From an optimization exercise on the open Yosys and OpenROAD flow, aimed at small area, a short achievable clock period and few clock cycles per item; shortcuts taken in it are not production practice. Function was checked by simulation only, so behaviour that the tests miss may differ from the original. Power figures rest on the tool's default switching activity, not on a simulated workload.

File: flow/run.sh
#!/bin/bash
# synth_recipe.tcl (not shown) runs the flow's synth.tcl, then flattens the netlist and writes it again
# the make line also repeats each setting of config.mk as NAME=value (left out here)
make -C /OpenROAD-flow-scripts/flow DESIGN_CONFIG=/design/flow/config.mk WORK_HOME=/design/flow/orfs CLKGATE_MAP_FILE= SYNTH_SCRIPT=/design/flow/synth_recipe.tcl finish
File: flow/config.mk
export PLATFORM = sky130hd
export DESIGN_NAME = conv_128_8_16_1
export DESIGN_NICKNAME = conv_128_8_16_1
export VERILOG_FILES = /design/flow/design.v
export SDC_FILE = /design/flow/constraint.sdc
export NUM_CORES = 4
export LEC_CHECK = 0
export CAP_MARGIN = 20
export CORE_MARGIN = 2
export CORE_UTILIZATION = 40
export CTS_BUF_LIST = sky130_fd_sc_hd__clkbuf_8
export CTS_CLUSTER_DIAMETER = 100
export CTS_CLUSTER_SIZE = 30
export SETUP_SLACK_MARGIN = 5
export SLEW_MARGIN = 20
File: flow/constraint.sdc
create_clock -name core_clock -period 10.0 [get_ports {clk}]
set_input_delay 2.0000 -clock core_clock [delete_from_list [all_inputs] [get_ports {clk}]]
set_output_delay 2.0000 -clock core_clock [all_outputs]
set_load 0.01 [all_outputs]
File: flow/design.v
module conv_128_8_16_1(clk, reset, x_data, x_valid, x_ready, y_data, y_valid, y_ready);
  input clk, reset, x_valid, y_ready;
  input signed [15:0] x_data;
  output logic x_ready, y_valid;
  output logic signed [15:0] y_data;
  function automatic int th(input int k);
    case (k)
      0: th = 344;  1: th = 171;  2: th = 207;  3: th = 697;
      4: th = 140;  5: th = 799;  6: th = 3276; default: th = 399;
    endcase
  endfunction
  function automatic logic [16:0] add17(input logic [16:0] a, input logic [16:0] b, input logic ci);
    logic [16:0] p, g, gg, pp, c;
    p = a ^ b;
    g = a & b;
    g[0] = g[0] | (p[0] & ci);
    gg = g; pp = p;
    for (int l = 1; l <= 4; l++)
      for (int i = (1 << l) - 1; i < 17; i += (1 << l)) begin
        gg[i] = gg[i] | (pp[i] & gg[i - (1 << (l - 1))]);
        pp[i] = pp[i] & pp[i - (1 << (l - 1))];
      end
    for (int l = 3; l >= 1; l--)
      for (int i = (1 << l) + (1 << (l - 1)) - 1; i < 17; i += (1 << l)) begin
        gg[i] = gg[i] | (pp[i] & gg[i - (1 << (l - 1))]);
        pp[i] = pp[i] & pp[i - (1 << (l - 1))];
      end
    c = {gg[15:0], ci};
    add17 = p ^ c;
  endfunction
  function automatic logic [33:0] csa(input logic [16:0] a, input logic [16:0] b, input logic [16:0] c);
    csa = {(a & b) | (a & c) | (b & c), a ^ b ^ c};
  endfunction
  function automatic logic signed [15:0] sat17(input logic [16:0] s);
    if (s[16] != s[15]) sat17 = s[16] ? 16'sh8000 : 16'sh7fff;
    else                sat17 = s[15:0];
  endfunction
  logic signed [15:0] xp;         
  logic signed [16:0] x3p, x5p;
  logic [7:0]         satp;       
  logic               vp;
  logic [6:0]         idx;        
  logic signed [15:0] acc0, acc1, acc2, acc3, acc4, acc5, acc6;
  wire run = ~(y_valid & ~y_ready & vp & (idx >= 7));
  assign x_ready = run;
  wire [16:0] x1i = {x_data[15], x_data};
  logic [7:0] sat_n;
  always_comb
    for (int k = 0; k < 8; k++)
      sat_n[k] = (x_data > th(k)) | (x_data < -th(k));
  always_ff @(posedge clk)
    if (run) begin
      xp   <= x_data;
      x3p  <= add17(x1i, x1i << 1, 1'b0);
      x5p  <= add17(x1i, x1i << 2, 1'b0);
      satp <= sat_n;
    end
  wire [16:0] x1 = {xp[15], xp};
  wire        xs = xp[15];
  localparam logic [16:0] PHI = 17'h07fff, PLO = 17'h18000;
  function automatic logic [16:0] satv(input logic s, input logic neg, input logic [16:0] u);
    satv = !s ? u : (xs ^ neg) ? PLO : PHI;
  endfunction
  function automatic logic [16:0] keep(input logic s, input logic [16:0] w);
    keep = s ? 17'h0 : w;
  endfunction
  function automatic logic [16:0] keepn(input logic s, input logic [16:0] v);
    keepn = s ? 17'h1ffff : ~v;
  endfunction
  wire [16:0] a0 = {acc0[15], acc0}, a1 = {acc1[15], acc1}, a2 = {acc2[15], acc2},
              a3 = {acc3[15], acc3}, a4 = {acc4[15], acc4}, a5 = {acc5[15], acc5},
              a6 = {acc6[15], acc6};
  wire [16:0] s0 = add17(satv(satp[0], 1'b0, x3p << 5), keepn(satp[0], x1), 1'b1);
  wire [33:0] c1 = csa(a0, satv(satp[1], 1'b0, x3p << 6), keepn(satp[1], x1));
  wire [16:0] s1 = add17(c1[16:0], {c1[32:17], 1'b1}, 1'b0);
  wire [33:0] c2 = csa(a1, satv(satp[2], 1'b0, x5p << 5), keepn(satp[2], x1 << 1));
  wire [16:0] s2 = add17(c2[16:0], {c2[32:17], 1'b1}, 1'b0);
  wire [33:0] c3 = csa(a2, satv(satp[3], 1'b1, x1), keepn(satp[3], x3p << 4));
  wire [16:0] s3 = add17(c3[16:0], {c3[32:17], 1'b1}, 1'b0);
  wire [33:0] c4a = csa(a3, satv(satp[4], 1'b1, x3p << 1), keep(satp[4], x1 << 4));
  wire [33:0] c4 = csa(c4a[16:0], {c4a[32:17], 1'b1}, keepn(satp[4], x1 << 8));
  wire [16:0] s4 = add17(c4[16:0], {c4[32:17], 1'b0}, 1'b0);
  wire [33:0] c5 = csa(a4, keepn(satp[5], x5p << 3), satv(satp[5], 1'b1, ~x1));
  wire [16:0] s5 = add17(c5[16:0], {c5[32:17], 1'b1}, ~satp[5]);
  wire [16:0] s6 = add17(a5, satv(satp[6], 1'b0, x5p << 1), 1'b0);
  wire [33:0] c7 = csa(a6, satv(satp[7], 1'b0, x5p << 4), keep(satp[7], x1 << 1));
  wire [16:0] s7 = add17(c7[16:0], {c7[32:17], 1'b0}, 1'b0);
  wire signed [15:0] n7 = sat17(s7);
  wire adv  = vp & run;                  
  wire push = adv & (idx >= 7);          
  always_ff @(posedge clk) begin
    if (adv) begin
      acc0 <= sat17(s0);
      acc1 <= sat17(s1);
      acc2 <= sat17(s2);
      acc3 <= sat17(s3);
      acc4 <= sat17(s4);
      acc5 <= sat17(s5);
      acc6 <= sat17(s6);
    end
    if (push) y_data <= n7[15] ? 16'sd0 : n7;    
  end
  always_ff @(posedge clk) begin
    if (reset) begin
      vp      <= 1'b0;
      y_valid <= 1'b0;
      idx     <= 7'd0;
    end else begin
      if (run) vp <= x_valid;
      if (push) y_valid <= 1'b1;
      else if (y_ready) y_valid <= 1'b0;
      if (adv) idx <= idx + 7'd1;
    end
  end
endmodule
==> results of run 1 <==
-- worst max path at each step --
stage          cells after the start  slack (ns)       to
2_1_floorplan                      6        4.96   idx[6]
3_3_place_gp                      17        4.27  acc1[0]
3_5_place_dp                      17        4.18  acc1[4]
4_1_cts                           17        5.01  acc0[2]
5_1_grt                            9        5.02  x3p[14]
6_report                          14        5.18  acc4[3]
-- cells in the final DEF, fill, tap and decap left out, types with 9 or more instances in the layout --
cell type,instances
inv_1,334
a21oi_1,195
ha_1,189
edfxtp_1,180
fa_1,161
nand2_1,117
o21ai_0,108
nor2_1,90
a21o_1,63
xnor2_1,55
xor2_1,55
nor2b_1,45
buf_4,32
clkdlybuf4s50_1,29
nand3_1,24
nor3_1,24
nand2b_1,23
clkbuf_8,20
o21a_1,17
a31oi_1,14
nor3_2,10
nand4_1,9
dfxtp_1,9
-- sequential cells by signal, summed over array words and instances, names as in the netlist, 15 cells and up --
name / cells
acc0: 16
acc1: 16
acc2: 16
acc3: 16
acc4: 16
acc5: 16
acc6: 16
x5p: 16
x3p: 15
y_data: 15
-- final cells by class --
cell class	instances	area, sq um
Clock inverter	12	135
Inverter	344	1310
Timing Repair inverter	1	5.00
Clock buffer	20	275
Sequential cell	189	5590
Timing Repair Buffer	73	708
Antenna cell	1	2.50
Multi-Input combinational cell	1334	11600
Tap cell	600	751
Fill cell	4412	25100
-- logic make-up (layout without fill, tap and decap cells) --
group,after synthesis,in the layout,synth area share
AO/OA/AOI/OAI,464,464,0.150
XOR/XNOR,112,112,0.0531
adder cells (fa/ha/maj),352,352,0.304
buffers and inverters,393,450,0.0813
flip-flops,189,189,0.302
multiplexers,9,9,0.00528
other,1,2,0.000203
AND/OR/NAND/NOR,394,396,0.104
-- power by group through the flow --
stage	logic (uW)	clock network (uW)	registers, uW
3_3_place_gp	3240	0	1510
4_1_cts	3400	562	1490
2_1_floorplan	2540	0	1430
5_1_grt	4020	585	1510
3_5_place_dp	3310	0	1510
6_report	3540	551	1490
-- through the flow --
step           setup slack (ns)  cell area [sq um]  hold WS, ns
3_3_place_gp               4.27              19500        0.498
4_1_cts                    5.01              20100        0.540
5_1_grt                    5.02              20400        0.582
3_5_place_dp               4.18              19500        0.508
6_report                   5.18              20400        0.527
2_1_floorplan              4.96              18500        0.479
-- cells in the mapped netlist, types with 6 or more instances --
cell type / instances / share of area
inv_1: 337 / 0.068
a21oi_1: 198 / 0.054
ha_1: 190 / 0.13
edfxtp_1: 180 / 0.29
fa_1: 161 / 0.17
nand2_1: 119 / 0.024
o21ai_0: 109 / 0.030
nor2_1: 94 / 0.019
a21o_1: 63 / 0.026
xnor2_1: 57 / 0.027
xor2_1: 55 / 0.026
nor2b_1: 46 / 0.016
clkbuf_1: 33 / 0.0067
nand3_1: 25 / 0.0068
nor3_1: 24 / 0.0065
nand2b_1: 23 / 0.0078
o21a_1: 17 / 0.0069
a31oi_1: 15 / 0.0051
and2_1: 10 / 0.0034
nor3_2: 10 / 0.0054
buf_2: 9 / 0.0024
dfxtp_1: 9 / 0.0098
nand4_1: 9 / 0.0030
a211oi_1: 8 / 0.0033
and3_1: 8 / 0.0027
o21bai_1: 8 / 0.0033
or2_2: 8 / 0.0027
clkinv_1: 7 / 0.0014
or3_1: 6 / 0.0020
-- critical path: stages (launching register included) --
cell and delay [ns]:
edfxtp_1 0.95, nand2_1 0.16, fa_1 0.50, fa_1 0.55, inv_1 0.04, ha_1 0.36, a21oi_2 0.19, o21ai_0 0.16
nand2b_1 0.21, a21o_1 0.19, a21o_1 0.18, fa_1 0.41, xnor2_2 0.26, and2_4 0.24, o21ai_0 0.15
-- what timing repair did --
item / CTS / global route
buffers inserted: 13 / 17
gates resized for setup: 27 / 28
endpoints found under the setup margin: 104 / 112
pin swaps: 2 / 3
hold buffers: 0 / 0
cloned: 0 / 3
-- routing by layer --
metal | global-route usage | routed length (um)
met3 | 0.0323 | 3100
met5 | 0 | 0
met4 | 0.0732 | 1260
met1 | 0.287 | 21600
met2 | 0.352 | 23600
==> impl_metrics.yaml, run 1 <==
outcome:
  status: "finished clean"
timing:
  skew_ns: 0.0160
  fmax_mhz: 207
  min_period_over_period: 0.482
  finalCriticalPeriod_ns: 4.82
  tightest_slew_ns: 0.965
  rsz0062_at_grt: "false"
  finalSetupViolCount: 0
  slew_headroom: 0.352
  hold_viol_final: 0
  slew_violations: 0
  tns_ns: 0
setup_path:
  startpoint_type: "flip-flop"
  cp.required_ns: 10.25
  path_max_fanout: 8
  startpoint: "xp[5]"
  crit_type: "reg2reg"
  reg2regPathDepth: 14
  regToRegSetupSlack_ns: 5.18
  crit_arrival_ns: 5.07
  cp-end-kind: "flip-flop"
  rr_endpoint: "acc4[3]"
  r2r_start: "xp[5]"
synth:
  syn_area_per_cell_sq_um: 9.65
  syn_inst: 1914
  yosys_warnings: 1
  ys_ff_latch: 189
  netlist-cell-type-count: 67
  synthesis.area_sq_um: 18500
  syn_nets: 2285
  synth_top_flop_cell: "edfxtp_1"
  synth_edf_count: 180
  async_reset_ff_frac: 0
  ys_seq_area_frac: 0.302
power:
  power.total_uw: 5570
  comb_power_share: 0.634
  p_clk_frac: 0.099
  p_seq_frac: 0.267
  intPower_uw: 3070
  switching_share: 0.450
  powerDensity_nw_per_um2: 274
  p_leak_uw: 0.00898
  p_sw_uw: 2510
  peakVddDrop_v: 0.000141
clock_tree:
  htreeDepth: 4
  cts_buffers: 17
  clock_path_buffers: 2
  root_buffer: "clkbuf_8"
  clk_pin_slew_worst_paths_ns: 0.10
  cts_sinks: 189
  cts_tree: "yes"
  insertion_delay_ns: 0.52
die:
  die_h_um: 219
  dieArea_sq_um: 47900
  ios: 38
  core_area_sq_um: 45500
  die_w_um: 219
  start_util: 0.406
  rows: 78
route:
  num_vias: 13600
  drc: 0
  drt-initial-drc-count: 1100
  drt_first_pass_iters: 5
  wl_per_cell_um: 19.3
  via_per_inst: 5.29
  wirelength_um: 49600
  ant_nets: 0
grt:
  grt_pass1_wl_um: 76700
  grt_pass1_vias: 13600
  overflow: 0
  grt_max_degree: 70
  track_usage: 0.214
  antenna_found_initial: 4
finish:
  nets: 2331
  syn2layout_area_growth_pct: 10.2
  final_cells: 2574
  final_core_util: 0.448
  drive_gt1_frac: 0.0684
hold_path:
  hold_end: "idx[6]"
  hold_depth: 2
  hp-class: "reg2reg"
  min_from: "idx[6]"
placement:
  placed_cells: 2508
  port_buffers: 36
  dpl.hpwl_um: 37700
  place_congestion: 0.883
job:
  max_cap_violations: 0
Testbench counts, summed over its fixed seeds: cycles 8,208, items 7,744.
==> inputs of run 2 (changes only) <==
--- a/flow/config.mk
+++ b/flow/config.mk
@@ -7,9 +7,6 @@
 export LEC_CHECK = 0
 export CAP_MARGIN = 20
 export CORE_MARGIN = 2
-export CORE_UTILIZATION = 40
-export CTS_BUF_LIST = sky130_fd_sc_hd__clkbuf_8
-export CTS_CLUSTER_DIAMETER = 100
-export CTS_CLUSTER_SIZE = 30
+export CORE_UTILIZATION = 60
 export SETUP_SLACK_MARGIN = 5
 export SLEW_MARGIN = 20
==> run 2 against run 1 <==
Critical path type is now in2reg. Clock-buffer cell count fell by 3. Highest routed layer unchanged. Clock skew decreased by 0.0026 ns. Worst hold slack better by 0.0027 ns. Fmax decreased by 0.43%. Cell count is 8.0% lower. Non-clock buffer count shrank 4. Synthesized area unchanged. Via count rose by 2.0%. Setup slack lost 0.021 ns. Power is 2.2% higher.
==> impl_metrics.yaml, run 2 <==
setup_path:
  r2r_start: "satp[4]"
  slowest_delay_ns: 0.76
  cp-end-kind: "flip-flop"
  critPathTopFamily: "buffers and inverters"
  path_max_fanout: 9
  regToRegSetupSlack_ns: 5.21
  rr_endpoint: "acc4[10]"
  reg2regPathDepth: 16
  critical_path.cell_chain: "clkdlybuf4s50_1 > inv_1 > ha_1 > o21ai_0 > or3b_2 > a31oi_1 > nor2_1 > a221oi_1 > fa_1"
  crit_type: "in2reg"
  crit_buf_inv: 2
  cp.required_ns: 10.20
  crit_arrival_ns: 5.05
  cp_slowest_cell: "clkdlybuf4s50_1"
  startpoint_type: "primary input"
clock_tree:
  insertion_delay_ns: 0.46
  htreeDepth: 4
  cts-hold-fix-buffers: 0
  clock_path_buffers: 2
  cts_buffers: 17
  cts_tree: "yes"
  clk_pin_slew_worst_paths_ns: 0.08
  root_buffer: "clkbuf_16"
  cts_sinks: 189
finish:
  syn2layout_area_growth_pct: 10.1
  multi_input_area_sq_um: 11600
  final_common_cell: "inv_1"
  drive_gt1_frac: 0.0660
  final-seq-area_sq_um: 5590
  final_cell_mix: "inv_1 (334), a21oi_1 (196), ha_1 (189), edfxtp_1 (180), fa_1 (161)"
  nets: 2328
  nFillCells: 2511
outcome:
  status: "finished clean"
die:
  start_util: 0.607
  core_area_sq_um: 30400
  die_h_um: 179
  die_w_um: 179
  ios: 38
  rows: 64
  dieArea_sq_um: 32200
grt:
  grt_max_degree: 83
  track_usage: 0.305
  antenna_found_initial: 0
  overflow: 0
  grt_pass1_vias: 14000
  grt_pass1_wl_um: 75800
synth:
  async_reset_ff_frac: 0
  netlist-cell-type-count: 67
  synth_commonest_cells: "inv_1 (337), a21oi_1 (198), ha_1 (190)"
  synth_edf_count: 180
  synthesis.area_sq_um: 18500
  yosys_warnings: 1
  yosysTopAreaCell: "edfxtp_1"
  syn_nets: 2285
  synth.area.top_cells: "edfxtp_1 (29%), fa_1 (17%), ha_1 (13%), inv_1 (6.8%), a21oi_1 (5.4%)"
  syn_inst: 1914
  synth_top_flop_cell: "edfxtp_1"
  yosysMostFrequentCell: "inv_1"
  syn_area_per_cell_sq_um: 9.65
  ys_ff_latch: 189
  ys_seq_area_frac: 0.302
  synth_top_area_share: 0.293
route:
  drt_first_pass_iters: 5
  wirelength_um: 48000
  via_per_inst: 5.86
  drt-initial-drc-count: 1144
  num_vias: 13900
  wl_per_cell_um: 20.3
  drc: 0
  ant_nets: 0
timing:
  fmax_mhz: 207
  hold_viol_final: 0
  tightest_slew_ns: 1.09
  tns_ns: 0
  skew_ns: 0.0135
  min_period_over_period: 0.484
  slew_violations: 0
  rsz0062_at_grt: "true"
  finalSetupViolCount: 0
  finalCriticalPeriod_ns: 4.84
  slew_headroom: 0.275
  setup_slack_ns: 5.16
placement:
  dpl.hpwl_um: 36200
  port_buffers: 36
  place_congestion: 0.959
  pre_cts_slack_ns: 3.99
power:
  p_leak_uw: 0.00910
  powerDensity_nw_per_um2: 280
  peakVddDrop_v: 0.000183
hold_path:
  hold_depth: 2
  hp-class: "reg2reg"
  min_from: "idx[1]"
  hold_end: "idx[1]"
job:
  max_cap_violations: 0
## run 2: changes by cell type in the layout (fill, tap and decap cells not counted), moves of 2 or more
cell,change
bufbuf_16,+2
buf_4,-7
clkinv_8,+4
clkbuf_8,-20
clkbuf_16,+17
o21ai_1,+2
inv_8,+4
clkinvlp_4,-3
o21ai_0,-2
## run 2: routing by layer
layer	global-route usage	vias to the layer above	routed length, um
met1	0.394	6819	19300
li1	-	6503	-
met2	0.528	453	23600
met5	0	-	0
met3	0.0401	105	3090
met4	0.112	0	1960
## run 2: per-stage QoR
| stage | hold slack, ns | utilization | cells | instance area [sq um] | total power (uW) |
|---|---|---|---|---|---|
| 6_report | 0.529 | 0.668 | 2367 | 20300 | 5700 |
| 5_1_grt | 0.575 | 0.668 | 2366 | 20300 | 6260 |
| 4_1_cts | 0.537 | 0.659 | 2348 | 20100 | 5550 |
| 3_5_place_dp | 0.519 | 0.631 | 2306 | 19200 | 4770 |
| 3_3_place_gp | 0.497 | 0.631 | 2306 | 19200 | 4670 |
| 2_1_floorplan | 0.479 | - | 1914 | 18500 | 3970 |
## run 2: kinds of logic after synthesis
group,count (synthesis),share of synthesized area
AO/OA/AOI/OAI,464,0.150
XOR/XNOR,112,0.0531
adder cells (fa/ha/maj),352,0.304
buffers and inverters,393,0.0813
flip-flops,189,0.302
multiplexers,9,0.00528
other,1,0.000203
AND/OR/NAND/NOR,394,0.104
## run 2: worst max-delay path by stage
stage,from,endpoint,slack [ns],depth (start not counted)
after floorplan,y_ready,idx[6],4.96,6
after global placement,y_ready,x_ready,4.04,5
after detailed placement,y_ready,x_ready,3.99,5
after CTS,y_ready,x_ready,4.53,5
after global routing,satp[4],acc4[7],4.95,16
final,x_data[9],x3p[14],5.16,9
## run 2: timing repair
| action | in CTS | in global routing |
|---|---|---|
| setup buffers | 8 | 14 |
| setup endpoints to repair | 90 | 123 |
| gates cloned | 2 | 4 |
| hold endpoints to repair | 0 | 0 |
| pin swaps | 2 | 3 |
| resized for setup | 24 | 31 |
## run 2: final cells by class
cell class,instances,share of cell area
multi-input combinational,1334,0.569
antenna,1,0.000123
clock buffer,17,0.0209
timing repair inverter,2,0.000492
sequential,189,0.275
timing repair buffer,69,0.0367
inverter,344,0.0645
tap,396,0.0244
clock inverter,15,0.00948
## run 2: tightest hold or removal path, stage by stage, from the launching register on
cell     delay, ns
dfxtp_1       0.35
mux2i_1       0.07
nor2_1        0.07
## run 2: report_power, final
part	internal [uW]	switching (uW)	leakage [uW]
clock	363	363	0.000302
sequential	1350	153	0.00180
combinational	1470	2000	0.00700
==> inputs of run 3 (changes only) <==
--- a/flow/config.mk
+++ b/flow/config.mk
@@ -7,6 +7,6 @@
 export LEC_CHECK = 0
 export CAP_MARGIN = 20
 export CORE_MARGIN = 2
-export CORE_UTILIZATION = 60
+export CORE_UTILIZATION = 40
 export SETUP_SLACK_MARGIN = 5
 export SLEW_MARGIN = 20
==> run 3 against run 2 <==
Critical path type is now reg2reg. Highest routed layer unchanged. Setup slack gained 0.072 ns. Wire length up 4.0%. Worst hold slack got worse by 0.0085 ns. Largest power group unchanged. Global-route usage down 9.1 points. Clock power hardly changed.
==> impl_metrics.yaml, run 3 <==
placement:
  port_buffers: 36
  dpl.hpwl_um: 37700
  place_congestion: 0.883
timing:
  fmax_mhz: 210
  hold_viol_final: 0
  tightest_slew_ns: 0.996
  skew_ns: 0.0125
  min_period_over_period: 0.477
  rsz0062_at_grt: "false"
  slew_violations: 0
  tns_ns: 0
  slew_headroom: 0.331
  finalSetupViolCount: 0
  finalCriticalPeriod_ns: 4.77
synth:
  synth_commonest_cells: "inv_1 (337), a21oi_1 (198), ha_1 (190)"
  netlist-cell-type-count: 67
  synth_top_area_share: 0.293
  syn_inst: 1914
  synthesis.area_sq_um: 18500
  yosysMostFrequentCell: "inv_1"
  ys_ff_latch: 189
  yosysTopAreaCell: "edfxtp_1"
  synth.area.top_cells: "edfxtp_1 (29%), fa_1 (17%), ha_1 (13%), inv_1 (6.8%), a21oi_1 (5.4%)"
  synth_top_flop_cell: "edfxtp_1"
  syn_nets: 2285
  syn_area_per_cell_sq_um: 9.65
  yosys_warnings: 1
  ys_seq_area_frac: 0.302
  async_reset_ff_frac: 0
  synth_edf_count: 180
finish:
  nets: 2335
  antennaDiodeCount: 0
  final_cell_mix: "inv_1 (332), a21oi_1 (195), ha_1 (189), edfxtp_1 (180), fa_1 (161)"
  drive_gt1_frac: 0.0708
  syn2layout_area_growth_pct: 11.3
  final_common_cell: "inv_1"
  final_core_util: 0.452
clock_tree:
  insertion_delay_ns: 0.48
  cts-hold-fix-buffers: 0
  root_buffer: "clkbuf_16"
  cts_sinks: 189
  htreeDepth: 4
  cts_buffers: 17
  cts_tree: "yes"
  clock_path_buffers: 2
  clk_pin_slew_worst_paths_ns: 0.08
route:
  wirelength_um: 49900
  ant_nets: 0
  drt-initial-drc-count: 1082
  num_vias: 13700
  drt_first_pass_iters: 5
  via_per_inst: 5.30
  wl_per_cell_um: 19.3
  drc: 0
hold_path:
  min_from: "idx[6]"
  hp-class: "reg2reg"
  hold_depth: 2
die:
  start_util: 0.406
  core_area_sq_um: 45500
  rows: 78
  dieArea_sq_um: 47900
  die_w_um: 219
  die_h_um: 219
  ios: 38
grt:
  grt_use_met2: 0.353
  antenna_found_initial: 3
  grt_pass1_wl_um: 76900
  overflow: 0
  grt_pass1_vias: 13600
  track_usage: 0.215
  grt_max_degree: 70
  grt_use_met1: 0.285
  use_met3: 0.0348
  busiest_layer: "met2"
setup_path:
  crit_top_cell: "fa_1"
  critical_path.cell_chain: "nand2_1 > fa_1 > fa_1 > inv_1 > ha_1 > a21oi_2 > o21ai_0 > nand2b_1 > a21o_1 > a21o_1 > fa_1 > xnor2_2 > and2_4 > o21ai_0"
  startpoint_type: "flip-flop"
  cp.required_ns: 10.21
  r2r_start: "xp[5]"
  slowest_delay_ns: 0.91
  startpoint: "xp[5]"
  reg2regPathDepth: 14
  crit_arrival_ns: 4.98
  cp_slowest_cell: "edfxtp_1"
  regToRegSetupSlack_ns: 5.23
  path_max_fanout: 8
  cp-end-kind: "flip-flop"
  crit_type: "reg2reg"
job:
  max_cap_violations: 0
power:
  p_leak_uw: 0.00907
  peakVddDrop_v: 0.000138
  powerDensity_nw_per_um2: 280
outcome:
  status: "finished clean"
==> run 3: kinds of logic (layout without fill, tap and decap cells) <==
| kind of cell | count (synthesis) | after routing | share of synthesized area |
|---|---|---|---|
| flip-flops | 189 | 189 | 0.302 |
| AO/OA/AOI/OAI | 464 | 464 | 0.150 |
| adder cells (fa/ha/maj) | 352 | 352 | 0.304 |
| AND/OR/NAND/NOR | 394 | 396 | 0.104 |
| buffers and inverters | 393 | 454 | 0.0813 |
| XOR/XNOR | 112 | 112 | 0.0531 |
| other | 1 | 1 | 0.000203 |
| multiplexers | 9 | 9 | 0.00528 |
==> run 3: worst max-delay path, delay by kind of cell (launching register included) <==
kind	cells	cell delay, ns
xor+xnor	1	0.26
flops	1	0.91
compound gates	5	0.86
buf+inv	1	0.04
fa+ha+maj	4	1.82
simple gates	3	0.62
==> run 3: final timing paths <==
| kind | end |
|---|---|
| worst min-delay path | idx[6] |
| worst max register to register | acc4[7] |
| worst min register to register | idx[6] |
| worst max-delay path | acc4[7] |
==> run 3: through the flow <==
| stage | total power [uW] | instances | setup slack, ns | cell area [sq um] | hold WS, ns |
|---|---|---|---|---|---|
| final | 5750 | 2577 | 5.23 | 20600 | 0.521 |
| after floorplan | 3970 | 1914 | 4.96 | 18500 | 0.479 |
| after CTS | 5620 | 2553 | 5.01 | 20200 | 0.533 |
| after detailed placement | 4830 | 2508 | 4.18 | 19500 | 0.508 |
| after global placement | 4750 | 2508 | 4.27 | 19500 | 0.498 |
| after global routing | 6290 | 2577 | 4.96 | 20600 | 0.575 |
==> run 3: what timing repair did <==
action | in CTS | in global routing
endpoints found under the setup margin | 105 | 109
cloned | 0 | 3
pin swaps | 2 | 3
setup buffers | 13 | 21
resized for setup | 30 | 30
==> run 3: final cells by class <==
type | count | area, sq um
Sequential cell | 189 | 5590
Timing Repair Buffer | 77 | 723
Fill cell | 4385 | 24900
Timing Repair inverter | 1 | 5.00
Clock buffer | 21 | 470
Tap cell | 600 | 751
Inverter | 344 | 1310
Multi-Input combinational cell | 1334 | 11600
Clock inverter | 11 | 131
==> run 3: layer usage <==
layer / wire length, um / up-vias
li1: - / 6524
met1: 21800 / 6696
met2: 23500 / 364
met3: 3120 / 69
met4: 1460 / 0
met5: 0 / -
==> run 3: report_power, final <==
group          total, uW  switching (uW)  internal, uW
Clock                723             332           391
Combinational       3540            2060          1480
Sequential          1490             144          1350
==> inputs of run 4 (changes only) <==
==> flow/flow/run.sh (new file) <==
#!/bin/bash
set -euo pipefail
bash standard.sh SETUP_SLACK_MARGIN=5.75 finish > standard_flow.log 2>&1
==> flow/standard.sh (new file) <==
#!/bin/bash
# synth_recipe.tcl (not shown) runs the flow's synth.tcl, then flattens the netlist and writes it again
# the make line also repeats each setting of config.mk as NAME=value (left out here)
make -C /OpenROAD-flow-scripts/flow DESIGN_CONFIG=/design/flow/config.mk WORK_HOME=/design/flow/orfs CLKGATE_MAP_FILE= SYNTH_SCRIPT=/design/flow/synth_recipe.tcl "${@:-finish}"
--- a/flow/config.mk
+++ b/flow/config.mk
@@ -8,5 +8,4 @@
 export CAP_MARGIN = 20
 export CORE_MARGIN = 2
 export CORE_UTILIZATION = 40
-export SETUP_SLACK_MARGIN = 5
 export SLEW_MARGIN = 20
removed: flow/run.sh
==> run 4 against run 3 <==
Critical path depth fell by 10. First-iteration DRC count fell by 0.83%. Combinational power rose by 36%. Via count rose by 5.8%. Register-to-register slack improved by 0.42 ns. Non-clock buffer count rose by 99. Wire length rose by 7.7%. Sequential power barely moved.
==> impl_metrics.yaml, run 4 <==
placement:
  pre_cts_slack_ns: 4.55
  postPlaceCellArea_sq_um: 19500
  port_buffers: 36
  dpl.hpwl_um: 37900
  place_congestion: 0.903
finish:
  final_cell_mix: "inv_1 (317), edfxtp_1 (180), ha_1 (160), fa_1 (151), a21oi_1 (136)"
  nets: 2437
  multi_input_area_sq_um: 12800
  nFillCells: 4224
  fin_area_sq_um: 22800
  drive_gt1_frac: 0.219
  syn2layout_area_growth_pct: 23.7
  final_common_cell: "inv_1"
  final-seq-area_sq_um: 5590
  antennaDiodeCount: 0
  final_core_util: 0.502
setup_path:
  crit_type: "in2out"
  regToRegSetupSlack_ns: 5.65
  cp.depth: 4
  startpoint_type: "primary input"
  cp-end-kind: "output port"
  critPathTopFamily: "simple AND/OR/NAND/NOR gates"
  path_max_fanout: 2
  crit_arrival_ns: 2.60
  crit_top_cell: "buf_6"
  cp-endpoint: "x_ready"
  reg2regPathDepth: 18
  critical_path.cell_chain: "buf_6 > nor2b_4 > nand3_4 > buf_6"
  r2r_start: "xp[15]"
  cp_slowest_cell: "nand3_4"
  cp.required_ns: 8.00
  crit_buf_inv: 2
  slowest_delay_ns: 0.18
  startpoint: "y_ready"
  rr_endpoint: "acc4[14]"
grt:
  grt_pass1_vias: 14100
  grt_pass1_wl_um: 79000
  track_usage: 0.221
  antenna_found_initial: 1
  overflow: 0
  grt_max_degree: 69
route:
  wirelength_um: 53700
  drc: 0
  wl_per_cell_um: 20.0
  drt_first_pass_iters: 5
  num_vias: 14400
  via_per_inst: 5.39
  drt-initial-drc-count: 1073
  ant_nets: 0
synth:
  synth.area.top_cells: "edfxtp_1 (29%), fa_1 (17%), ha_1 (13%), inv_1 (6.8%), a21oi_1 (5.4%)"
  yosysTopAreaCell: "edfxtp_1"
  synthesis.area_sq_um: 18500
  synth_commonest_cells: "inv_1 (337), a21oi_1 (198), ha_1 (190)"
  async_reset_ff_frac: 0
  synth_top_area_share: 0.293
  syn_area_per_cell_sq_um: 9.65
  netlist-cell-type-count: 67
  syn_inst: 1914
  yosys_warnings: 1
  synth_top_flop_cell: "edfxtp_1"
  synth_edf_count: 180
  ys_seq_area_frac: 0.302
  ys_ff_latch: 189
  syn_nets: 2285
  yosysMostFrequentCell: "inv_1"
timing:
  timing.hold.ws_ns: 0.520
  tightest_slew_ns: 0.966
  rsz0062_at_grt: "true"
  hold_viol_final: 0
  slew_violations: 0
  min_period_over_period: 0.460
  tns_ns: 0
  fmax_mhz: 217
  skew_ns: 0.0126
  finalCriticalPeriod_ns: 4.60
  finalSetupViolCount: 0
  slew_headroom: 0.351
  setup_slack_ns: 5.40
power:
  comb_power_share: 0.684
  p_clk_frac: 0.104
  switching_share: 0.439
  powerDensity_nw_per_um2: 308
  peakVddDrop_v: 0.000252
  p_sw_uw: 3090
  p_seq_frac: 0.211
  intPower_uw: 3960
  p_leak_uw: 0.00985
clock_tree:
  cts_tree: "yes"
  clk_pin_slew_worst_paths_ns: 0.07
  insertion_delay_ns: 0.47
  cts_buffers: 17
  clock_path_buffers: 2
  root_buffer: "clkbuf_16"
  cts_sinks: 189
  htreeDepth: 4
die:
  die_w_um: 219
  dieArea_sq_um: 47900
  start_util: 0.406
  core_area_sq_um: 45500
  die_h_um: 219
  ios: 38
  rows: 78
job:
  max_cap_violations: 0
hold_path:
  hp-class: "reg2reg"
outcome:
  status: "finished clean"
[run 4: cell counts after synthesis]
Identical to the previous run, type by type.
[run 4: worst min path at each step]
stage            from  endpoint  cells after the start
6_report       idx[6]    idx[6]                      2
5_1_grt        idx[6]    idx[6]                      2
4_1_cts        idx[6]    idx[6]                      2
3_5_place_dp   idx[6]    idx[6]                      2
3_3_place_gp   idx[6]    idx[6]                      2
2_1_floorplan  idx[6]    idx[6]                      2
[run 4: layout make-up]
cell class,instances,share of cell area
Timing Repair inverter,1,0.000219
Clock inverter,15,0.00805
Inverter,344,0.0597
Timing Repair Buffer,176,0.0747
Sequential cell,189,0.244
Multi-Input combinational cell,1337,0.561
Clock buffer,17,0.0186
Tap cell,600,0.0329
[run 4: power groups by stage]
stage | logic [uW] | registers (uW) | clock network, uW
5_1_grt | 5300 | 1510 | 770
2_1_floorplan | 2580 | 1430 | 0
6_report | 4820 | 1490 | 736
3_3_place_gp | 3240 | 1510 | 0
3_5_place_dp | 3320 | 1510 | 0
4_1_cts | 3670 | 1490 | 748
[run 4: what timing repair did]
item	4_1_cts	5_1_grt
buffers inserted	52	74
pin swaps	14	114
cloned	4	9
hold buffers	0	0
setup endpoints to repair	140	134
resized for setup	134	290
[run 4: worst register-to-register path, delay by kind of cell, from the launching register on]
kind / cells / cell delay [ns]
compound gates: 6 / 0.81
xor+xnor: 1 / 0.25
fa+ha+maj: 4 / 1.66
buf+inv: 4 / 0.44
flops: 1 / 0.43
simple gates: 3 / 0.51
[run 4: stage by stage]
step | std cells | total power [uW]
final | 2679 | 7050
after global routing | 2679 | 7580
after CTS | 2596 | 5900
after detailed placement | 2508 | 4830
after global placement | 2508 | 4750
after floorplan | 1914 | 4010
[run 4: cells by family after synthesis]
| group | share of synthesized area |
|---|---|
| flops | 0.302 |
| simple gates | 0.104 |
| compound gates | 0.150 |
| xor+xnor | 0.0531 |
| fa+ha+maj | 0.304 |
| mux | 0.00528 |
| other cells | 0.000203 |
| buf+inv | 0.0813 |
[run 4: layer usage]
metal / global-route usage / routed length (um) / up-vias
met1: 0.274 / 21900 / 7126
met5: 0 / 0 / -
li1: - / - / 6730
met3: 0.0430 / 3630 / 122
met2: 0.374 / 25800 / 462
met4: 0.0919 / 2290 / 0
==> inputs of run 5 (changes only) <==
==> flow/flow/run.sh (replaced) <==
#!/bin/bash
set -euo pipefail
bash standard.sh SETUP_SLACK_MARGIN=5.5 finish > standard_flow.log 2>&1
==> run 5 against run 4 <==
Sequential share of layout area up 2.1 points. Fmax down 0.24%. Register-to-register slack about the same. Combinational power down 22%. Core utilization down 3.9 points. First-iteration DRC count up 0.93%. Global-route usage down 0.58 points. Via count down 4.1%. Setup slack worse by 0.011 ns. Non-clock buffer count down 73. Critical path depth unchanged. Critical path type unchanged. Largest cell class unchanged.
==> impl_metrics.yaml, run 5 <==
setup_path:
  critical_path.cell_chain: "buf_6 > nor2b_4 > nand3_4 > buf_6"
  startpoint_type: "primary input"
  path_max_fanout: 3
  cp.required_ns: 8.00
  crit_type: "in2out"
  cp_slowest_cell: "nand3_4"
  crit_top_cell: "buf_6"
  cp-end-kind: "output port"
  crit_arrival_ns: 2.61
  slowest_delay_ns: 0.19
route:
  via_per_inst: 5.32
  num_vias: 13900
  drt_first_pass_iters: 5
  ant_nets: 0
  wl_per_cell_um: 19.5
  wirelength_um: 50800
  drt-initial-drc-count: 1083
  drc: 0
synth:
  synth_top_area_share: 0.293
  synth_edf_count: 180
  synth_commonest_cells: "inv_1 (337), a21oi_1 (198), ha_1 (190)"
  yosys_warnings: 1
  yosysMostFrequentCell: "inv_1"
  syn_nets: 2285
  syn_inst: 1914
  async_reset_ff_frac: 0
  syn_area_per_cell_sq_um: 9.65
  yosysTopAreaCell: "edfxtp_1"
  synth.area.top_cells: "edfxtp_1 (29%), fa_1 (17%), ha_1 (13%), inv_1 (6.8%), a21oi_1 (5.4%)"
  synthesis.area_sq_um: 18500
  synth_top_flop_cell: "edfxtp_1"
  ys_seq_area_frac: 0.302
  ys_ff_latch: 189
  netlist-cell-type-count: 67
clock_tree:
  cts_tree: "yes"
  cts_buffers: 17
  cts-hold-fix-buffers: 0
  insertion_delay_ns: 0.47
  htreeDepth: 4
  root_buffer: "clkbuf_16"
  clock_path_buffers: 2
  clk_pin_slew_worst_paths_ns: 0.07
  cts_sinks: 189
grt:
  grt_max_degree: 68
  grt_pass1_vias: 13800
  antenna_found_initial: 1
  grt_pass1_wl_um: 77200
  overflow: 0
  track_usage: 0.215
timing:
  tns_ns: 0
  skew_ns: 0.0137
  tightest_slew_ns: 0.974
  hold_viol_final: 0
  slew_headroom: 0.346
  min_period_over_period: 0.461
  finalSetupViolCount: 0
  fmax_mhz: 217
  rsz0062_at_grt: "true"
  finalCriticalPeriod_ns: 4.61
  slew_violations: 0
job:
  max_cap_violations: 0
finish:
  syn2layout_area_growth_pct: 14.0
  drive_gt1_frac: 0.112
  final_common_cell: "inv_1"
  final_cell_mix: "inv_1 (327), a21oi_1 (184), ha_1 (184), edfxtp_1 (180), fa_1 (159)"
  nets: 2362
  antennaDiodeCount: 0
die:
  start_util: 0.406
  core_area_sq_um: 45500
  dieArea_sq_um: 47900
  rows: 78
  ios: 38
  die_h_um: 219
  die_w_um: 219
placement:
  port_buffers: 36
  place_congestion: 0.901
  dpl.hpwl_um: 38100
power:
  powerDensity_nw_per_um2: 282
  power.total_uw: 5940
  p_leak_uw: 0.00926
  peakVddDrop_v: 0.000199
hold_path:
  hp-class: "reg2reg"
outcome:
  status: "finished clean"
==> run 5: path summary, 6_finish.rpt <==
| path | startpoint | endpoint | slack, ns | cells after the start |
|---|---|---|---|---|
| setup / recovery | y_ready | x_ready | 5.39 | 4 |
| hold / removal | idx[1] | idx[1] | 0.53 | 2 |
| setup reg to reg | xp[15] | acc5[0] | 5.64 | 19 |
| hold reg to reg | idx[1] | idx[1] | 0.53 | 2 |
==> run 5: area by class of cell <==
type / count / area (sq um)
Clock buffer: 17 / 425
Clock inverter: 15 / 150
Fill cell: 4374 / 24400
Inverter: 344 / 1340
Multi-Input combinational cell: 1334 / 11800
Sequential cell: 189 / 5590
Tap cell: 600 / 751
Timing Repair Buffer: 103 / 982
Timing Repair inverter: 2 / 10.0
==> run 5: critical path: cells and delay by family <==
family | cells | cell delay, ns
AND/OR/NAND/NOR | 2 | 0.32
buffers and inverters | 2 | 0.29
==> run 5: kinds of logic (layout without fill, tap and decap cells) <==
family / after synthesis / after routing / synth area share
multiplexers: 9 / 9 / 0.00528
XOR/XNOR: 112 / 112 / 0.0531
flip-flops: 189 / 189 / 0.302
buffers and inverters: 393 / 481 / 0.0813
other: 1 / 1 / 0.000203
AO/OA/AOI/OAI: 464 / 464 / 0.150
adder cells (fa/ha/maj): 352 / 352 / 0.304
AND/OR/NAND/NOR: 394 / 396 / 0.104
==> run 5: stage by stage <==
step           setup slack, ns   util  hold WS [ns]  instances  cell area (sq um)
6_report                  5.39  0.463         0.533       2604              21100
3_5_place_dp              4.16  0.428         0.526       2510              19500
5_1_grt                   5.36  0.463         0.582       2604              21100
3_3_place_gp              4.40  0.428         0.498       2509              19500
4_1_cts                   5.37  0.453         0.542       2576              20600
2_1_floorplan             5.03      -         0.479       1914              18500
==> run 5: timing repair <==
item,4_1_cts,5_1_grt
gates resized for setup,85,69
pin swaps,7,14
buffers inserted,30,26
cloned,4,2
endpoints found under the setup margin,136,125
==> run 5: per-layer routing <==
layer  track usage  part of all wire
met5             0                 0
met1         0.283              0.43
met2         0.354              0.48
met3        0.0295             0.057
met4        0.0905             0.037
==> run 5: where the power goes <==
group	leakage, uW	internal [uW]	switching, uW
sequential	0.00180	1350	139
clock	0.000281	352	347
combinational	0.00718	1610	2150
total	0.00926	3310	2630
==> inputs of run 6 (changes only) <==
--- a/flow/design.v
+++ b/flow/design.v
@@ -41,7 +41,8 @@
   logic               vp;
   logic [6:0]         idx;        
   logic signed [15:0] acc0, acc1, acc2, acc3, acc4, acc5, acc6;
-  wire run = ~(y_valid & ~y_ready & vp & (idx >= 7));
+  logic               sp;         
+  wire run = ~(sp & ~y_ready);
   assign x_ready = run;
   wire [16:0] x1i = {x_data[15], x_data};
   logic [7:0] sat_n;
@@ -100,16 +101,24 @@
     end
     if (push) y_data <= n7[15] ? 16'sd0 : n7;    
   end
+  logic vp_n, yv_n;
+  logic [6:0] idx_n;
+  always_comb begin
+    vp_n  = run ? x_valid : vp;
+    yv_n  = push | (y_valid & ~y_ready);
+    idx_n = adv ? idx + 7'd1 : idx;
+  end
   always_ff @(posedge clk) begin
     if (reset) begin
       vp      <= 1'b0;
       y_valid <= 1'b0;
       idx     <= 7'd0;
+      sp      <= 1'b0;
     end else begin
-      if (run) vp <= x_valid;
-      if (push) y_valid <= 1'b1;
-      else if (y_ready) y_valid <= 1'b0;
-      if (adv) idx <= idx + 7'd1;
+      vp      <= vp_n;
+      y_valid <= yv_n;
+      idx     <= idx_n;
+      sp      <= yv_n & vp_n & (idx_n >= 7);
     end
   end
 endmodule
==> flow/flow/run.sh (replaced) <==
#!/bin/bash
set -euo pipefail
bash standard.sh SETUP_SLACK_MARGIN=5.75 finish > standard_flow.log 2>&1
--- a/flow/config.mk
+++ b/flow/config.mk
@@ -5,6 +5,7 @@
 export SDC_FILE = /design/flow/constraint.sdc
 export NUM_CORES = 4
 export LEC_CHECK = 0
+export ABC_AREA = 1
 export CAP_MARGIN = 20
 export CORE_MARGIN = 2
 export CORE_UTILIZATION = 40
==> run 6 against run 5 <==
Setup slack better by 0.23 ns. Highest routed layer unchanged. Synthesized area up 0.65%. Clock power down 3%. Clock skew up 0.0011 ns. Largest cell class unchanged. Worst hold slack worse by 0.026 ns.
==> impl_metrics.yaml, run 6 <==
grt:
  busiest_layer: "met2"
  grt_pass1_wl_um: 79500
  use_met3: 0.0362
  grt_use_met1: 0.290
  overflow: 0
  track_usage: 0.220
  grt_use_met2: 0.360
  grt_pass1_vias: 14600
  grt_max_degree: 68
  antenna_found_initial: 1
clock_tree:
  root_buffer: "clkbuf_16"
  htreeDepth: 4
  cts-hold-fix-buffers: 0
  cts_sinks: 190
  cts_tree: "yes"
  insertion_delay_ns: 0.47
  clock_path_buffers: 2
  clk_pin_slew_worst_paths_ns: 0.07
  cts_buffers: 17
timing:
  finalSetupViolCount: 0
  skew_ns: 0.0147
  hold_viol_final: 0
  fmax_mhz: 228
  slew_violations: 0
  slew_headroom: 0.389
  tightest_slew_ns: 0.916
  tns_ns: 0
  rsz0062_at_grt: "true"
  min_period_over_period: 0.438
  finalCriticalPeriod_ns: 4.38
finish:
  syn2layout_area_growth_pct: 14.5
  final_common_cell: "nand2_1"
  nets: 2637
  drive_gt1_frac: 0.103
  antennaDiodeCount: 0
  final_cell_mix: "nand2_1 (482), inv_1 (445), ha_1 (181), edfxtp_1 (180), fa_1 (156)"
  fin_area_sq_um: 21300
hold_path:
  hp-class: "reg2reg"
  hold_depth: 2
power:
  p_leak_uw: 0.0103
  p_sw_uw: 3110
  peakVddDrop_v: 0.000190
  switching_share: 0.470
  comb_power_share: 0.664
  power.total_uw: 6610
  p_seq_frac: 0.233
  p_clk_frac: 0.103
  intPower_uw: 3500
  powerDensity_nw_per_um2: 311
setup_path:
  reg2regPathDepth: 19
  crit_top_cell: "buf_6"
  critPathTopFamily: "buffers and inverters"
  cp-end-kind: "output port"
  crit_arrival_ns: 2.38
  slowest_delay_ns: 0.13
  cp_slowest_cell: "buf_6"
  cp.depth: 4
  path_max_fanout: 2
  cp.required_ns: 8.00
  crit_buf_inv: 3
  critical_path.cell_chain: "buf_6 > clkinvlp_4 > nand2_8 > buf_6"
  startpoint_type: "primary input"
  crit_type: "in2out"
synth:
  synth_commonest_cells: "nand2_1 (506), inv_1 (461), ha_1 (190)"
  synthesis.area_sq_um: 18600
  synth_top_flop_cell: "edfxtp_1"
  yosys_warnings: 1
  syn_nets: 2540
  syn_area_per_cell_sq_um: 8.57
  async_reset_ff_frac: 0
  synth_edf_count: 180
  synth.area.top_cells: "edfxtp_1 (29%), fa_1 (17%), ha_1 (13%), nand2_1 (10%), inv_1 (9.3%)"
  ys_ff_latch: 190
  yosysMostFrequentCell: "nand2_1"
  synth_top_area_share: 0.291
  ys_seq_area_frac: 0.301
  yosysTopAreaCell: "edfxtp_1"
  syn_inst: 2169
  netlist-cell-type-count: 52
die:
  start_util: 0.402
  ios: 38
  dieArea_sq_um: 48200
  core_area_sq_um: 46300
  die_h_um: 220
  die_w_um: 220
  rows: 79
route:
  wirelength_um: 52300
  drt_first_pass_iters: 6
  ant_nets: 0
  drc: 0
  via_per_inst: 5.08
  num_vias: 14600
  wl_per_cell_um: 18.1
  drt-initial-drc-count: 1124
job:
  max_cap_violations: 0
placement:
  dpl.hpwl_um: 38800
  port_buffers: 36
  postPlaceCellArea_sq_um: 19500
  place_congestion: 0.901
outcome:
  status: "finished clean"
[run 6: changes by cell type in the layout (fill, tap and decap cells not counted), moves of 41 or more]
cell	previous run	this run
nand2_1	116	482
inv_1	327	445
a21oi_1	184	96
nor2_1	87	147
a21o_1	63	14
nor2b_1	42	1
[run 6: layout make-up]
type | count | area (sq um)
multi-input cells | 1475 | 11600
repair buffers | 112 | 977
flip-flops and latches | 190 | 5610
well taps | 607 | 759
fillers | 4450 | 25000
clock buffers | 18 | 429
inverters | 470 | 1830
clock inverters | 13 | 118
[run 6: final timing paths]
check / startpoint / end / slack [ns]
setup / recovery: y_ready / x_ready / 5.62
hold reg to reg: y_valid / y_valid / 0.51
setup reg to reg: satp[4] / acc4[2] / 5.85
hold / removal: y_valid / y_valid / 0.51
[run 6: per-layer routing]
layer / part of all wire / vias to the layer above / routed length (um)
li1: - / 6980 / -
met4: 0.037 / 0 / 1930
met1: 0.43 / 7134 / 22700
met2: 0.47 / 430 / 24400
met3: 0.064 / 101 / 3360
met5: 0 / - / 0
[run 6: timing repair]
action / 4_1_cts / 5_1_grt
setup buffers: 35 / 35
pin swaps: 6 / 32
resized for setup: 56 / 114
endpoints found under the setup margin: 154 / 116
gates cloned: 4 / 7
[run 6: cells by family after synthesis]
family	after synthesis	share of synthesized area
AO/OA/AOI/OAI	253	0.0750
XOR/XNOR	89	0.0427
adder cells (fa/ha/maj)	351	0.301
buffers and inverters	513	0.108
flip-flops	190	0.301
other	1	0.000202
AND/OR/NAND/NOR	772	0.172
[run 6: power groups by stage]
stage          Combinational, uW  Clock [uW]  Sequential, uW
2_1_floorplan               2950           0            1480
3_3_place_gp                3630           0            1560
3_5_place_dp                3750           0            1560
4_1_cts                     3980         688            1540
5_1_grt                     5020         715            1560
6_report                    4390         679            1540
[run 6: tightest hold or removal path: cells and delay by family, from the launching register on]
kind               cells  cell delay, ns
DFF                    1            0.32
and+or+nand+nor        1            0.08
AOI/OAI and AO/OA      1            0.06
[run 6: through the flow]
step                      setup WS [ns]  utilization  hold slack [ns]  cells
final                              5.62        0.460            0.507   2885
after global routing               5.60        0.460            0.529   2885
after CTS                          5.56        0.444            0.501   2843
after detailed placement           4.29        0.423            0.491   2773
after global placement             4.29        0.423            0.490   2773
after floorplan                    5.17            -            0.508   2169
Testbench counts of run 6, summed over its fixed seeds: cycles 8,208, items 7,744.
==> inputs of run 7 (changes only) <==
==> flow/flow/run.sh (replaced) <==
#!/bin/bash
set -euo pipefail
bash standard.sh SETUP_SLACK_MARGIN=5.5 finish > standard_flow.log 2>&1
--- a/flow/config.mk
+++ b/flow/config.mk
@@ -8,5 +8,8 @@
 export ABC_AREA = 1
 export CAP_MARGIN = 20
 export CORE_MARGIN = 2
-export CORE_UTILIZATION = 40
+export CORE_UTILIZATION = 55
+export CTS_BUF_LIST = sky130_fd_sc_hd__clkbuf_8
+export CTS_CLUSTER_DIAMETER = 100
+export CTS_CLUSTER_SIZE = 30
 export SLEW_MARGIN = 20
==> run 7 against run 6 <==
Critical endpoint unchanged. Critical path type unchanged. Global-route usage up 7.0 points. Highest routed layer unchanged. Clock power fell by 19%. Clock-buffer cell count down 1. Sequential share of layout area increased by 1.1 points.
==> impl_metrics.yaml, run 7 <==
grt:
  grt_max_degree: 81
  antenna_found_initial: 1
  grt_pass1_wl_um: 77200
  track_usage: 0.290
  grt_pass1_vias: 14200
  overflow: 0
timing:
  tightest_slew_ns: 1.08
  rsz0062_at_grt: "true"
  skew_ns: 0.0220
  slew_headroom: 0.278
  min_period_over_period: 0.444
  finalSetupViolCount: 0
  tns_ns: 0
  slew_violations: 0
  hold_viol_final: 0
  finalCriticalPeriod_ns: 4.44
  fmax_mhz: 225
  setup_slack_ns: 5.56
route:
  drt-initial-drc-count: 1005
  wirelength_um: 49300
  num_vias: 14300
  drc: 0
  wl_met2_um: 24000
  wl_met1_um: 20900
  top_layer: "met4"
  wl_per_cell_um: 18.3
  via_per_inst: 5.29
  ant_nets: 0
  routed-wl-met3_um: 2860
  drt_first_pass_iters: 6
setup_path:
  crit_type: "in2out"
  cp-end-kind: "output port"
  crit_arrival_ns: 2.44
  cp.required_ns: 8.00
  path_max_fanout: 2
  startpoint_type: "primary input"
synth:
  synth_edf_count: 180
  synth_top_area_share: 0.291
  ys_seq_area_frac: 0.301
  yosys_warnings: 1
  syn_inst: 2169
  synth_top_flop_cell: "edfxtp_1"
  synthesis.area_sq_um: 18600
  ys_ff_latch: 190
  yosysTopAreaCell: "edfxtp_1"
  yosysMostFrequentCell: "nand2_1"
  netlist-cell-type-count: 52
  syn_nets: 2540
  synth.area.top_cells: "edfxtp_1 (29%), fa_1 (17%), ha_1 (13%), nand2_1 (10%), inv_1 (9.3%)"
  synth_commonest_cells: "nand2_1 (506), inv_1 (461), ha_1 (190)"
  async_reset_ff_frac: 0
  syn_area_per_cell_sq_um: 8.57
die:
  die_h_um: 188
  dieArea_sq_um: 35300
  die_w_um: 188
  start_util: 0.556
  ios: 38
  rows: 67
  core_area_sq_um: 33400
job:
  max_cap_violations: 0
power:
  comb_power_share: 0.658
  power.total_uw: 6100
  p_clk_frac: 0.090
  peakVddDrop_v: 0.000227
  powerDensity_nw_per_um2: 299
  p_sw_uw: 2890
  p_seq_frac: 0.252
  p_leak_uw: 0.0101
  switching_share: 0.474
  intPower_uw: 3210
hold_path:
  hp-class: "reg2reg"
clock_tree:
  insertion_delay_ns: 0.53
  cts_buffers: 17
  htreeDepth: 4
  clock_path_buffers: 2
  root_buffer: "clkbuf_8"
  clk_pin_slew_worst_paths_ns: 0.11
  cts_tree: "yes"
  cts_sinks: 190
finish:
  nets: 2606
  final_common_cell: "nand2_1"
  drive_gt1_frac: 0.0667
  syn2layout_area_growth_pct: 9.89
  final_cell_mix: "nand2_1 (498), inv_1 (453), ha_1 (190), edfxtp_1 (180), fa_1 (160)"
  fin_area_sq_um: 20400
  final_core_util: 0.611
placement:
  port_buffers: 36
  place_congestion: 0.922
  postPlaceCellArea_sq_um: 19300
  dpl.hpwl_um: 37800
  pre_cts_slack_ns: 4.35
outcome:
  status: "finished clean"
-- run 7: cell count changes in the layout (fill, tap and decap cells not counted), sizes merged, moves of 4 or more --
cell,delta
buf,-27
clkbuf,-7
clkdlybuf4s50,+6
clkinv,-4
dlymetal6s2s,+4
inv,+6
-- run 7: final timing paths --
path / startpoint / endpoint / slack, ns / cells after the start
worst max-delay path: y_ready / x_ready / 5.56 / 4
worst min register to register: y_valid / y_valid / 0.51 / 2
worst max register to register: xp[15] / acc4[2] / 5.72 / 19
worst min-delay path: y_valid / y_valid / 0.51 / 2
-- run 7: logic make-up after synthesis --
group                      synth area share
and+or+nand+nor                       0.172
buffers and inverters                 0.108
adders and majority gates             0.301
AOI/OAI and AO/OA                    0.0750
DFF                                   0.301
xor gates and xnor gates             0.0427
other                              0.000202
-- run 7: metrics by stage --
step	cells	hold WS (ns)
2_1_floorplan	2169	0.512
3_3_place_gp	2612	0.501
3_5_place_dp	2612	0.491
4_1_cts	2662	0.510
5_1_grt	2696	0.556
6_report	2698	0.508
-- run 7: layout make-up --
cell class	instances	area (sq um)
inverter	470	1800
clock inverter	15	175
fill	3012	13000
timing repair buffer	86	818
antenna	2	5.00
clock buffer	17	234
multi-input combinational	1470	11200
tap	448	561
sequential	190	5610
-- run 7: routing by layer --
layer	track usage	up-vias
met5	0	-
met4	0.108	0
met3	0.0432	76
met2	0.496	351
met1	0.373	6918
li1	-	6922
-- run 7: power by group through the flow --
stage | clock network (uW) | logic (uW) | registers (uW)
floorplan | 0 | 2950 | 1480
global placement | 0 | 3650 | 1560
detailed placement | 0 | 3730 | 1560
CTS | 559 | 3850 | 1540
global route | 586 | 4650 | 1560
finish | 550 | 4010 | 1540
-- run 7: worst max-delay path, stage by stage --
cell and delay [ns]:
clkbuf_2 0.10, clkinvlp_4 0.12, nand2_8 0.09, buf_2 0.13
-- run 7: what timing repair did --
item                                    4_1_cts  5_1_grt
hold buffers                                  0        0
setup buffers                                16       32
gates resized for setup                      19       41
endpoints found under the setup margin      171      100
pin swaps                                     1        5
gates cloned                                  2        2
==> inputs of run 8 (changes only) <==
--- a/flow/config.mk
+++ b/flow/config.mk
@@ -8,7 +8,7 @@
 export ABC_AREA = 1
 export CAP_MARGIN = 20
 export CORE_MARGIN = 2
-export CORE_UTILIZATION = 55
+export CORE_UTILIZATION = 40
 export CTS_BUF_LIST = sky130_fd_sc_hd__clkbuf_8
 export CTS_CLUSTER_DIAMETER = 100
 export CTS_CLUSTER_SIZE = 30
==> run 8 against run 7 <==
Setup slack improved by 0.015 ns. Combinational power barely moved. Register-to-register slack got worse by 0.05 ns. Still clean. Power rose by 0.13%. Sequential power barely moved. Clock power rose by 4.9%. Worst hold slack improved by 0.024 ns. First-iteration DRC count fell by 2.2%. Non-clock buffer count fell by 1. Largest power group unchanged. Core utilization fell by 16 points. Critical path depth did not move. Sequential share of layout area fell by 0.29 points.
==> impl_metrics.yaml, run 8 <==
hold_path:
  hold_depth: 2
  min_from: "y_valid"
  hp-class: "reg2reg"
synth:
  yosysMostFrequentCell: "nand2_1"
  yosysTopAreaCell: "edfxtp_1"
  syn_inst: 2169
  synth_edf_count: 180
  ys_seq_area_frac: 0.301
  synth.area.top_cells: "edfxtp_1 (29%), fa_1 (17%), ha_1 (13%), nand2_1 (10%), inv_1 (9.3%)"
  ys_ff_latch: 190
  synth_top_area_share: 0.291
  yosys_warnings: 1
  syn_area_per_cell_sq_um: 8.57
  synthesis.area_sq_um: 18600
  synth_commonest_cells: "nand2_1 (506), inv_1 (461), ha_1 (190)"
  netlist-cell-type-count: 52
  async_reset_ff_frac: 0
  syn_nets: 2540
  synth_top_flop_cell: "edfxtp_1"
timing:
  fmax_mhz: 226
  tightest_slew_ns: 0.828
  hold_viol_final: 0
  skew_ns: 0.0215
  min_period_over_period: 0.443
  rsz0062_at_grt: "true"
  finalSetupViolCount: 0
  slew_violations: 0
  setup_slack_ns: 5.57
  finalCriticalPeriod_ns: 4.43
  slew_headroom: 0.448
  tns_ns: 0
finish:
  drive_gt1_frac: 0.0667
  final_common_cell: "nand2_1"
  antennaDiodeCount: 0
  nets: 2606
  syn2layout_area_growth_pct: 11.1
  fin_area_sq_um: 20700
  final_cell_mix: "nand2_1 (497), inv_1 (453), ha_1 (189), edfxtp_1 (180), fa_1 (160)"
route:
  ant_nets: 0
  num_vias: 14300
  wirelength_um: 49700
  drc: 0
  via_per_inst: 5.02
  drt_first_pass_iters: 8
  wl_per_cell_um: 17.4
  drt-initial-drc-count: 983
job:
  max_cap_violations: 0
power:
  power.total_uw: 6110
  peakVddDrop_v: 0.000215
  p_leak_uw: 0.0101
  powerDensity_nw_per_um2: 296
clock_tree:
  htreeDepth: 4
  cts_buffers: 17
  cts_tree: "yes"
  root_buffer: "clkbuf_8"
  cts_sinks: 190
  insertion_delay_ns: 0.52
  clk_pin_slew_worst_paths_ns: 0.09
  cts-hold-fix-buffers: 0
  clock_path_buffers: 2
grt:
  busiest_layer: "met2"
  overflow: 0
  grt_pass1_wl_um: 77700
  grt_pass1_vias: 14300
  grt_use_met2: 0.352
  grt_use_met1: 0.279
  track_usage: 0.213
  antenna_found_initial: 1
  use_met3: 0.0367
  grt_max_degree: 84
die:
  dieArea_sq_um: 48200
  ios: 38
  start_util: 0.402
  die_h_um: 220
  core_area_sq_um: 46300
  rows: 79
  die_w_um: 220
placement:
  postPlaceCellArea_sq_um: 19500
  port_buffers: 36
  pre_cts_slack_ns: 4.30
  dpl.hpwl_um: 38100
  place_congestion: 0.899
setup_path:
  critical_path.cell_chain: "buf_2 > clkinvlp_4 > nand2_8 > buf_6"
  startpoint: "y_ready"
  reg2regPathDepth: 19
  startpoint_type: "primary input"
  crit_type: "in2out"
  cp_slowest_cell: "clkinvlp_4"
  cp-end-kind: "output port"
  cp.required_ns: 8.00
  crit_arrival_ns: 2.43
  r2r_start: "x5p[0]"
  slowest_delay_ns: 0.13
  path_max_fanout: 2
outcome:
  status: "finished clean"
-- run 8: report_power, final --
| group | leakage [uW] | internal (uW) | switching (uW) |
|---|---|---|---|
| Clock | 0.000219 | 272 | 305 |
| Sequential | 0.00180 | 1390 | 146 |
| Combinational | 0.00809 | 1580 | 2420 |
| Total | 0.0101 | 3240 | 2870 |
-- run 8: metal layers --
layer	vias to the layer above	wire (um)
met4	0	1870
met3	82	3340
met2	389	23200
met1	6958	21300
met5	-	0
li1	6910	-
-- run 8: logic make-up (layout without fill, tap and decap cells) --
group	after synthesis	count (layout)	share of synthesized area
adder cells (fa/ha/maj)	351	351	0.301
AO/OA/AOI/OAI	253	253	0.0750
buffers and inverters	513	587	0.108
flip-flops	190	190	0.301
AND/OR/NAND/NOR	772	777	0.172
other	1	1	0.000202
XOR/XNOR	89	89	0.0427
-- run 8: layout make-up --
type	instances	area [sq um]
fill	4566	25600
multi-input combinational	1471	11300
sequential	190	5610
inverter	470	1810
timing repair buffer	85	806
tap	607	759
clock buffer	17	234
clock inverter	15	194
-- run 8: timing repair --
item                                   4_1_cts  5_1_grt
endpoints found under the hold margin        0        0
gates cloned                                 3        2
resized for setup                           21       45
pin swaps                                    3        3
setup endpoints to repair                  160      108
setup buffers                               20       26
-- run 8: critical path: cells and delay by family --
| family | cells | cell delay (ns) |
|---|---|---|
| and+or+nand+nor | 1 | 0.08 |
| buffers and inverters | 3 | 0.34 |
-- run 8: final timing paths --
check	endpoint	slack, ns
worst max register to register	acc2[0]	5.67
worst max-delay path	x_ready	5.57
worst min register to register	y_valid	0.53
worst min-delay path	y_valid	0.53
-- run 8: through the flow --
stage | instances | hold slack [ns] | utilization
3_3_place_gp | 2772 | 0.505 | 0.422
5_1_grt | 2855 | 0.572 | 0.447
3_5_place_dp | 2772 | 0.531 | 0.423
2_1_floorplan | 2169 | 0.512 | -
4_1_cts | 2827 | 0.545 | 0.437
6_report | 2855 | 0.531 | 0.447
==> inputs of run 9 (changes only) <==
--- a/flow/config.mk
+++ b/flow/config.mk
@@ -9,7 +9,4 @@
 export CAP_MARGIN = 20
 export CORE_MARGIN = 2
 export CORE_UTILIZATION = 40
-export CTS_BUF_LIST = sky130_fd_sc_hd__clkbuf_8
-export CTS_CLUSTER_DIAMETER = 100
-export CTS_CLUSTER_SIZE = 30
 export SLEW_MARGIN = 20
==> run 9 against run 8 <==
Critical path depth unchanged. Non-clock buffer count up 4. Sequential share of layout area down 0.25 points. Via count up 0.63%. Largest power group unchanged.
==> impl_metrics.yaml, run 9 <==
outcome:
  status: "finished clean"
hold_path:
  hold_depth: 2
  hp-class: "reg2reg"
power:
  peakVddDrop_v: 0.000205
  p_sw_uw: 2900
  powerDensity_nw_per_um2: 301
  p_clk_frac: 0.119
  p_seq_frac: 0.245
  switching_share: 0.462
  power.total_uw: 6280
  comb_power_share: 0.636
  p_leak_uw: 0.0102
  intPower_uw: 3380
timing:
  tightest_slew_ns: 0.824
  fmax_mhz: 226
  hold_viol_final: 0
  slew_violations: 0
  finalSetupViolCount: 0
  skew_ns: 0.0151
  tns_ns: 0
  finalCriticalPeriod_ns: 4.43
  rsz0062_at_grt: "true"
  slew_headroom: 0.451
  min_period_over_period: 0.443
setup_path:
  crit_arrival_ns: 2.43
  cp.required_ns: 8.00
  critPathTopFamily: "buffers and inverters"
  path_max_fanout: 2
  critical_path.cell_chain: "buf_2 > clkinvlp_4 > nand2_8 > buf_6"
  cp_slowest_cell: "clkinvlp_4"
  crit_buf_inv: 3
  cp-end-kind: "output port"
  crit_type: "in2out"
  reg2regPathDepth: 17
  cp.depth: 4
  slowest_delay_ns: 0.13
  startpoint_type: "primary input"
grt:
  grt_pass1_wl_um: 78300
  overflow: 0
  grt_pass1_vias: 14400
  grt_max_degree: 84
  track_usage: 0.216
  antenna_found_initial: 2
synth:
  synth_top_flop_cell: "edfxtp_1"
  synth_top_area_share: 0.291
  syn_area_per_cell_sq_um: 8.57
  ys_seq_area_frac: 0.301
  synth_commonest_cells: "nand2_1 (506), inv_1 (461), ha_1 (190)"
  syn_nets: 2540
  syn_inst: 2169
  yosysMostFrequentCell: "nand2_1"
  ys_ff_latch: 190
  synth_edf_count: 180
  yosysTopAreaCell: "edfxtp_1"
  yosys_warnings: 1
  synth.area.top_cells: "edfxtp_1 (29%), fa_1 (17%), ha_1 (13%), nand2_1 (10%), inv_1 (9.3%)"
  netlist-cell-type-count: 52
  async_reset_ff_frac: 0
  synthesis.area_sq_um: 18600
route:
  drt_first_pass_iters: 6
  wl_per_cell_um: 17.6
  drc: 0
  num_vias: 14400
  wirelength_um: 50300
  drt-initial-drc-count: 1032
  via_per_inst: 5.05
  ant_nets: 0
clock_tree:
  cts-hold-fix-buffers: 0
  root_buffer: "clkbuf_16"
  cts_buffers: 17
  htreeDepth: 4
  cts_tree: "yes"
  clock_path_buffers: 2
  cts_sinks: 190
  insertion_delay_ns: 0.47
  clk_pin_slew_worst_paths_ns: 0.07
placement:
  port_buffers: 36
  place_congestion: 0.899
  placed_cells: 2772
  dpl.hpwl_um: 38100
job:
  max_cap_violations: 0
finish:
  final_cell_mix: "nand2_1 (497), inv_1 (452), ha_1 (189), edfxtp_1 (180), fa_1 (160)"
  drive_gt1_frac: 0.0675
  antennaDiodeCount: 0
  syn2layout_area_growth_pct: 12.1
  nets: 2609
  final_cells: 2858
  final_common_cell: "nand2_1"
  nFillCells: 4559
die:
  dieArea_sq_um: 48200
  ios: 38
  die_h_um: 220
  rows: 79
  start_util: 0.402
  die_w_um: 220
  core_area_sq_um: 46300
==> run 9: worst register-to-register path, delay by kind of cell (launching register included) <==
| family | cells | cell delay [ns] |
|---|---|---|
| AND/OR/NAND/NOR | 7 | 0.96 |
| XOR/XNOR | 1 | 0.31 |
| AO/OA/AOI/OAI | 2 | 0.35 |
| buffers and inverters | 4 | 0.75 |
| adder cells (fa/ha/maj) | 3 | 1.02 |
| flip-flops | 1 | 0.62 |
==> run 9: per-layer routing <==
metal | wire (um) | share of wire | vias to the layer above | track usage
li1 | - | - | 6917 | -
met1 | 21600 | 0.43 | 6989 | 0.281
met2 | 23300 | 0.46 | 425 | 0.354
met3 | 3350 | 0.066 | 99 | 0.0382
met4 | 2100 | 0.042 | 0 | 0.0895
met5 | 0 | 0 | - | 0
==> run 9: repair_timing <==
| action | 4_1_cts | 5_1_grt |
|---|---|---|
| pin swaps | 3 | 3 |
| gates resized for setup | 24 | 42 |
| buffers inserted | 21 | 29 |
| gates cloned | 3 | 1 |
| endpoints found under the setup margin | 177 | 105 |
==> run 9: area by class of cell <==
class,count,area (sq um),area share
tap,607,759,0.0364
sequential,190,5610,0.269
clock inverter,14,190,0.00912
multi-input combinational,1470,11200,0.538
clock buffer,18,429,0.0206
timing repair buffer,89,836,0.0401
inverter,470,1810,0.0867
==> run 9: cell families (layout without fill, tap and decap cells) <==
kind of cell,count (synthesis),count (layout),synth area share
flip-flops,190,190,0.301
AO/OA/AOI/OAI,253,253,0.0750
XOR/XNOR,89,89,0.0427
adder cells (fa/ha/maj),351,351,0.301
buffers and inverters,513,591,0.108
other,1,1,0.000202
AND/OR/NAND/NOR,772,776,0.172
==> run 9: final timing paths <==
path	slack (ns)	start	end
setup / recovery	5.57	y_ready	x_ready
hold / removal	0.53	y_valid	y_valid
setup reg to reg	5.71	xp[3]	acc1[4]
hold reg to reg	0.53	y_valid	y_valid
==> run 9: stage by stage <==
stage	hold WS, ns	worst slack (ns)	area [sq um]	util
after global placement	0.505	4.28	19500	0.422
after floorplan	0.512	5.16	18600	-
after detailed placement	0.531	4.30	19500	0.423
final	0.530	5.57	20900	0.451
after global routing	0.568	5.44	20900	0.451
after CTS	0.541	5.43	20400	0.441
==> run 9: power by group through the flow <==
stage / Sequential, uW / Combinational [uW] / Clock, uW
global route: 1560 / 4620 / 783
global placement: 1560 / 3630 / 0
floorplan: 1480 / 2950 / 0
CTS: 1540 / 3870 / 753
finish: 1540 / 3990 / 746
detailed placement: 1560 / 3720 / 0

Re-timed with assumed drivers on the ports (clkbuf_16 on the clock, buf_2 on other inputs), run 9 has 5.548 ns of setup slack against 5.573 ns with ideal ports, and 5.186 ns once port delays also move by the mid clock arrival of 0.518 ns.
